Background: an optimization exercise with open tools, aiming at small area. Do not read the settings as production practice.
RTL that was checked went through simulation tests only; none was proved equivalent to the original.
The flow treats the clock pin as an ideal source. Dropping or thinning the clock tree relies on that and would not hold on a real chip.
Power and IR drop assume default switching activity.

==> run a: inputs <==
Design uart_tx, start of the top module:
module uart_tx(
    input wire i_clk,
    input wire i_rst,
    input wire i_start,
    input wire [7:0] i_data,
    output reg o_tx,
    output reg o_busy
    );
==> module uart_tx, before the edit <==
module uart_tx(
    input wire i_clk,
    input wire i_rst,
    input wire i_start,
    input wire [7:0] i_data,
    output reg o_tx,
    output reg o_busy
    );
    localparam [9:0] RESTART    = 10'b0011101000;
    localparam [9:0] TICK_STATE = 10'b0011101001;
    localparam [9:0] POL        = 10'b1010101010;
    reg [9:0] bx;
    reg [3:0] ph;
    reg [7:1] hold;    
    reg par;           
    wire [9:0] b = bx ^ POL;
    wire tick = (b == TICK_STATE);
    wire [3:0] nxt;
    wire idle, stopc, usem;
    assign nxt[0] = (~ph[0] & ph[3]) | (~ph[0] & ph[1] & i_start);
    assign nxt[1] = (ph[0] & ~ph[1]) | (~ph[0] & ph[1]) | (~ph[0] & ~ph[3]);
    assign nxt[2] = (ph[0] & ph[1] & ~ph[2]) | (~ph[1] & ph[2]) | (~ph[0] & ph[2]) | (~ph[0] & ph[1] & ~ph[3]);
    assign nxt[3] = (ph[0] & ~ph[3]) | (~ph[0] & ph[3]) | (ph[0] & ~ph[2]) | (~ph[1] & ph[3]);
    assign idle = (~ph[0] & ph[2] & ~ph[3]);
    assign stopc = (ph[0] & ~ph[3]);
    assign usem = (~ph[1]) | (ph[3]);
    wire [7:0] bits = {hold, par};
    wire m = bits[ph[2:0]];
    always @(posedge i_clk)
        bx <= ((idle || tick) ? {RESTART[9:1], idle} : {b[8:0], b[9] ^ b[2]}) ^ POL;
    always @(posedge i_clk) begin
        if (i_rst)
            ph <= 4'd6;
        else if (tick || idle)
            ph <= nxt;
    end
    always @(posedge i_clk)
        if (tick && stopc)
            hold <= i_data[7:1];
    always @(posedge i_clk)
        if (tick && ph != 4'd8)
            par <= stopc ? i_data[0] : par ^ m;
    always @(posedge i_clk)
        o_busy <= !i_rst && !idle;
    always @(posedge i_clk) begin
        if (i_rst)
            o_tx <= 1'b1;
        else if (tick) begin
            if (usem)
                o_tx <= m;
            else
                o_tx <= !stopc;
        end
    end
endmodule
export LEC_CHECK = 0
export CAP_MARGIN = 20
export CORE_AREA = 2.3 2.72 57.5 59.84
export DIE_AREA = 0 0 59.8 62.56
export GPL_ROUTABILITY_DRIVEN = 0
export GPL_TIMING_DRIVEN = 0
export PLACE_DENSITY = 0.95
export SLEW_MARGIN = 20
create_clock -name core_clock -period 10.0 [get_ports {i_clk}]
standard.sh (not shown) runs the stock make flow with config.mk's settings and CLKGATE_MAP_FILE= SYNTH_SCRIPT=/design/flow/synth_recipe.tcl, a recipe that flattens the netlist after the stock synthesis.
==> flow/flow/run.sh <==
#!/bin/bash
# Own layout flow: the standard flow (standard.sh) with these changes.
# 1. Synthesis runs the standard script (synth_recipe.tcl) with an area-only
#    ABC mapping script (no buffering or upsizing) and without the half-adder
#    extraction step, through a copy of ORFS's scripts folder (SCRIPTS_DIR).
# 2. Port buffers are the smallest buffer cell, buf_1.
# 3. Clock tree: one clock buffer, driven by the clock port, drives every
#    register (manual_cts.tcl, in place of clock_tree_synthesis; the rest of
#    ORFS's cts step, timing repair and placement, runs as usual).
# Each step writes its full output to a log of its own in this folder.
set -euo pipefail
WORK=$(pwd)
rm -rf "$WORK/own_scripts"
cp -r "$FLOW_HOME/scripts" "$WORK/own_scripts"
cp "$WORK/flow/abc_area.script" "$WORK/own_scripts/abc_area.script"
cp "$WORK/flow/abc_area.script" "$WORK/own_scripts/abc_speed.script"
sed -i 's|^log_cmd clock_tree_synthesis .*$|source $::env(MANUAL_CTS_TCL)|' "$WORK/own_scripts/cts.tcl"
grep -q MANUAL_CTS_TCL "$WORK/own_scripts/cts.tcl"

ADDER_MAP_FILE= SCRIPTS_DIR="$WORK/own_scripts" \
  bash standard.sh synth > "$WORK/step1_synth.log" 2>&1
IO_CONSTRAINTS="$WORK/flow/io.tcl" BUFFER_PORTS_ARGS="-buffer_cell sky130_fd_sc_hd__buf_1" \
  bash standard.sh floorplan place > "$WORK/step2_floorplan_place.log" 2>&1
SCRIPTS_DIR="$WORK/own_scripts" MANUAL_CTS_TCL="$WORK/flow/manual_cts.tcl" \
  MANUAL_CTS_PORT=i_clk MANUAL_CTS_BUF=sky130_fd_sc_hd__buf_8 \
  bash standard.sh cts > "$WORK/step3_cts.log" 2>&1
bash standard.sh > "$WORK/step4_route_finish.log" 2>&1
==> flow/flow/io.tcl <==
# All ports on the bottom edge, so the cells (and the clock sinks) gather in
# one part of the core.
set_io_pin_constraint -region bottom:* -pin_names [concat [get_ports *]]
==> flow/flow/manual_cts.tcl <==
# Single clock buffer: the clock port drives one buffer, which drives every
# clock sink. Stands in for clock_tree_synthesis.
set mcts_block [ord::get_db_block]
set mcts_master [[ord::get_db] findMaster $::env(MANUAL_CTS_BUF)]
set mcts_clknet [[$mcts_block findBTerm $::env(MANUAL_CTS_PORT)] getNet]
set mcts_inst [odb::dbInst_create $mcts_block $mcts_master clkbuf_0_i_clk]
set mcts_net [odb::dbNet_create $mcts_block clknet_0_i_clk]
$mcts_net setSigType CLOCK
set sx 0; set sy 0; set n 0
foreach it [$mcts_clknet getITerms] {
  set i [$it getInst]
  lassign [$i getLocation] x y
  set sx [expr {$sx + $x}]; set sy [expr {$sy + $y}]; incr n
  $it disconnect
  $it connect $mcts_net
}
[$mcts_inst findITerm A] connect $mcts_clknet
[$mcts_inst findITerm X] connect $mcts_net
$mcts_inst setLocation [expr {$sx / $n}] [expr {$sy / $n}]
$mcts_inst setPlacementStatus PLACED
puts "manual CTS: $::env(MANUAL_CTS_BUF) drives $n clock sinks"
set_propagated_clock [all_clocks]
Other scripts of this flow, unchanged in this note and not shown: flow/flow/abc_area.script
==> run b (differences from run a) <==
==> flow/design.v (replaced) <==
`timescale 1ns / 1ps
`default_nettype none
module uart_tx(
    input wire i_clk,
    input wire i_rst,
    input wire i_start,
    input wire [7:0] i_data,
    output reg o_tx,
    output reg o_busy
    );
    localparam [9:0] TICK_STATE = 10'b1000000010;
    localparam [9:0] POL        = 10'b1010101010;
    reg [9:0] bx;
    reg [3:0] ph;
    reg [7:0] hold;
    reg par;
    wire [9:0] b = bx ^ POL;
    wire tick = (b == TICK_STATE);
    wire idle = (ph == 4'd6);
    wire stopc = (ph == 4'd7);
    wire [9:0] b_next = {b[8:0], b[9] ^ b[2] ^ tick};
    always @(posedge i_clk)
        bx <= (idle ? TICK_STATE : b_next) ^ POL;
    always @(posedge i_clk) begin
        if (i_rst)
            ph <= 4'd6;
        else if (tick && ph == 4'd1)
            ph <= {3'b011, i_start};
        else if (idle ? i_start : tick)
            ph <= ph + 4'd1;
    end
    always @(posedge i_clk)
        if (tick && stopc)
            hold <= i_data;
    wire px = par ^ o_tx;
    always @(posedge i_clk)
        if (tick)
            par <= stopc ? 1'b0 : px;
    always @(posedge i_clk)
        o_busy <= !i_rst && !idle;
    always @(posedge i_clk) begin
        if (i_rst)
            o_tx <= 1'b1;
        else if (tick) begin
            if (ph[3])
                o_tx <= hold[ph[2:0]];
            else if (stopc)
                o_tx <= 1'b0;
            else if (ph == 4'd0)
                o_tx <= px;
            else
                o_tx <= 1'b1;
        end
    end
endmodule
==> flow/flow/run.sh (replaced) <==
#!/bin/bash
# Own layout flow: the standard flow, with two changes.
# 1. Synthesis is the standard synthesis script (synth_recipe.tcl) with an
#    area-oriented ABC mapping script (no buffering or upsizing), selected by
#    pointing SCRIPTS_DIR at a copy of ORFS's scripts folder for that step only.
# 2. Port buffers are the smallest buffer cell (buf_1).
set -euo pipefail
WORK=$(pwd)
rm -rf "$WORK/synth_scripts"
cp -r "$FLOW_HOME/scripts" "$WORK/synth_scripts"
cp "$WORK/flow/abc_area.script" "$WORK/synth_scripts/abc_area.script"
cp "$WORK/flow/abc_area.script" "$WORK/synth_scripts/abc_speed.script"
SCRIPTS_DIR="$WORK/synth_scripts" bash standard.sh synth > "$WORK/synth.log" 2>&1
BUFFER_PORTS_ARGS="-buffer_cell sky130_fd_sc_hd__buf_1" bash standard.sh > "$WORK/layout.log" 2>&1
==> flow/config.mk (replaced) <==
export PLATFORM = sky130hd
export DESIGN_NAME = uart_tx
export DESIGN_NICKNAME = uart_tx
export VERILOG_FILES = /design/flow/design.v
export SDC_FILE = /design/flow/constraint.sdc
export NUM_CORES = 4
export LEC_CHECK = 0
export CAP_MARGIN = 20
export CORE_MARGIN = 2
export CORE_UTILIZATION = 70
export CTS_BUF_LIST = sky130_fd_sc_hd__clkbuf_8
export CTS_CLUSTER_DIAMETER = 100
export CTS_CLUSTER_SIZE = 30
export PLACE_DENSITY = 0.85
export SLEW_MARGIN = 20
removed: flow/flow/io.tcl
removed: flow/flow/manual_cts.tcl
==> run c (differences from run a) <==
--- a/flow/config.mk
+++ b/flow/config.mk
@@ -9,6 +9,4 @@
 export CORE_AREA = 2.3 2.72 57.5 59.84
 export DIE_AREA = 0 0 59.8 62.56
-export GPL_ROUTABILITY_DRIVEN = 0
-export GPL_TIMING_DRIVEN = 0
 export PLACE_DENSITY = 0.95
 export SLEW_MARGIN = 20
==> run d (differences from run a) <==
==> flow/design.v (replaced) <==
`timescale 1ns / 1ps
`default_nettype none
module uart_tx(
    input wire i_clk,
    input wire i_rst,
    input wire i_start,
    input wire [7:0] i_data,
    output reg o_tx,
    output reg o_busy
    );
    localparam [9:0] TICK_STATE = 10'b1000000010;
    localparam [9:0] POL        = 10'b1010101010;
    reg [9:0] bx;
    reg [3:0] ph;
    reg [7:0] hold;
    reg par;
    wire [3:0] nxt;
    wire idle, stopc, d7, isdata;
    wire [2:0] sel;
    wire [9:0] b = bx ^ POL;
    wire tick = (b == TICK_STATE);
    wire [9:0] b_next = {b[8:0], b[9] ^ b[2] ^ tick};
    wire jump = !ph[3] && (ph[2] ^ ph[0]);    
    assign nxt = jump ? {3'b011, i_start} : ph + 4'd1;
    assign idle = !ph[3] && ph[2] && !ph[0];
    assign stopc = !ph[3] && ph[2] && ph[0];
    assign d7 = !ph[3] && !ph[2] && !ph[0];
    assign isdata = ph[3];
    assign sel = ph[2:0];
    always @(posedge i_clk)
        bx <= (idle ? TICK_STATE : b_next) ^ POL;
    always @(posedge i_clk) begin
        if (i_rst)
            ph <= 4'd6;
        else if (tick || idle)
            ph <= nxt;
    end
    always @(posedge i_clk)
        if (tick && stopc)
            hold <= i_data;
    wire px = par ^ o_tx;
    always @(posedge i_clk)
        if (tick)
            par <= stopc ? 1'b0 : px;
    always @(posedge i_clk)
        o_busy <= !i_rst && !idle;
    always @(posedge i_clk) begin
        if (i_rst)
            o_tx <= 1'b1;
        else if (tick) begin
            if (isdata)
                o_tx <= hold[sel];
            else if (stopc)
                o_tx <= 1'b0;
            else if (d7)
                o_tx <= px;
            else
                o_tx <= 1'b1;
        end
    end
endmodule
--- a/flow/flow/run.sh
+++ b/flow/flow/run.sh
@@ -20,8 +20,8 @@
 ADDER_MAP_FILE= SCRIPTS_DIR="$WORK/own_scripts" \
   bash standard.sh synth > "$WORK/step1_synth.log" 2>&1
-IO_CONSTRAINTS="$WORK/flow/io.tcl" BUFFER_PORTS_ARGS="-buffer_cell sky130_fd_sc_hd__buf_1" \
+BUFFER_PORTS_ARGS="-buffer_cell sky130_fd_sc_hd__buf_1" \
   bash standard.sh floorplan place > "$WORK/step2_floorplan_place.log" 2>&1
 SCRIPTS_DIR="$WORK/own_scripts" MANUAL_CTS_TCL="$WORK/flow/manual_cts.tcl" \
-  MANUAL_CTS_PORT=i_clk MANUAL_CTS_BUF=sky130_fd_sc_hd__buf_8 \
+  MANUAL_CTS_PORT=i_clk MANUAL_CTS_BUF=sky130_fd_sc_hd__clkbuf_16 \
   bash standard.sh cts > "$WORK/step3_cts.log" 2>&1
 bash standard.sh > "$WORK/step4_route_finish.log" 2>&1
--- a/flow/config.mk
+++ b/flow/config.mk
@@ -9,6 +9,4 @@
 export CORE_AREA = 2.3 2.72 57.5 59.84
 export DIE_AREA = 0 0 59.8 62.56
-export GPL_ROUTABILITY_DRIVEN = 0
-export GPL_TIMING_DRIVEN = 0
-export PLACE_DENSITY = 0.95
+export PLACE_DENSITY = 0.6
 export SLEW_MARGIN = 20
removed: flow/flow/io.tcl
==> run summary <==
- Run c passed the timing, DRC and antenna checks. Run a ran to the end with no violations. Run b produced a clean layout. Run d went through all stages and came out clean.
- First-iteration DRC count: run b > run c > run d > run a.
- Hold slack: run b < run a < run c < run d.
- Of run b and run c, run c has the higher fmax (gap 5.2%, measured against run c).
- In run b the sequential share of layout area is lower than in run a, by 3.0 points.
- Flip-flop and latch count is the same in run b and run d.
- Against run b, the critical path depth of run d is higher by 3.
- Area after synthesis is the same in run a and run c.
- Via count, lowest first: run a, run d, run c, run b.
==> figures <==
| quantity | run d | run b | run c | run a |
|---|---|---|---|---|
| Status | finished clean | finished clean | finished clean | finished clean |
| Standard-cell row count | 21 | 13 | 21 | 21 |
| Initial standard-cell utilization of the core | 0.277 | 0.739 | 0.269 | 0.269 |
| Switching Share | 0.375 | 0.376 | 0.383 | 0.379 |
| RR Endpoint | hold[4] | ph[0] | par | par |
| Layout multi-input combinational cell count | 50 | 53 | 51 | 51 |
| Final worst hold slack | 418 ps | 385 ps | 402 ps | 395 ps |
| Post-Place Worst Slack | 7020 ps | 7150 ps | 7480 ps | 7430 ps |
| Setup slack after layout | 7060 ps | 7200 ps | 7350 ps | 7350 ps |
| Static Leak | 0.000339 µW | 0.000375 µW | 0.000335 µW | 0.000335 µW |
| Placement Cell Area | 962 µm² | 1010 µm² | 935 µm² | 935 µm² |
| Commonest non-fill, non-tap cell in the layout | - | dfxtp_1 | nor2_1 | nor2_1 |
| Post-detailed-route via-to-cell ratio | 4.84 | 5.89 | 4.91 | 4.77 |
| Final std cells w/o fill | 128 | 119 | 128 | 128 |
| Area occupied by registers | 591 µm² | 591 µm² | 561 µm² | 561 µm² |
| Post-route design area | 987 µm² | 1050 µm² | 950 µm² | 950 µm² |
| Flop pwr share | 0.504 | 0.484 | 0.518 | 0.518 |
Only the layout flow was run in run b; the RTL was not checked for function there. In run a, run c and run d the design's own scripts or RTL, not TritonCTS, make the clock network.

-- static timing again, ports no longer ideal --
No port has a modelled driver above. Below, the same layouts with a new extraction and two added sets of constraints. Step 1 sets driving cells, clkbuf_16 on the clock port and buf_2 on the other inputs (assumed; they add their load-dependent delay and slew). Step 2 also shifts input and output timing later by t, the mid clock arrival at the registers, as if the neighbouring blocks saw the same clock. Slacks: ideal / step 1 / step 2; pairs: ideal / step 1.
run | t, ns | setup WS [ns] | worst hold slack (ns) | worst setup path at the end | clock arrival spread, ns
run a | 0.164 | 7.349 / 7.324 / 7.408 | 0.395 / 0.395 / 0.395 | input to register | 0.003 / 0.003
run b | 0.282 | 7.204 / 7.182 / 7.123 | 0.385 / 0.385 / 0.385 | input to register | 0.005 / 0.005
run c | 0.169 | 7.348 / 7.321 / 7.469 | 0.402 / 0.402 / 0.402 | input to register | 0.003 / 0.004
run d | 0.179 | 7.063 / 7.063 / 7.063 | 0.418 / 0.418 / 0.418 | register to register | 0.006 / 0.006
After both steps setup and hold are still met in every run listed. For run b, which loses most, drivers alone change the setup slack by -0.022 ns; drivers and shift together by -0.081 ns.
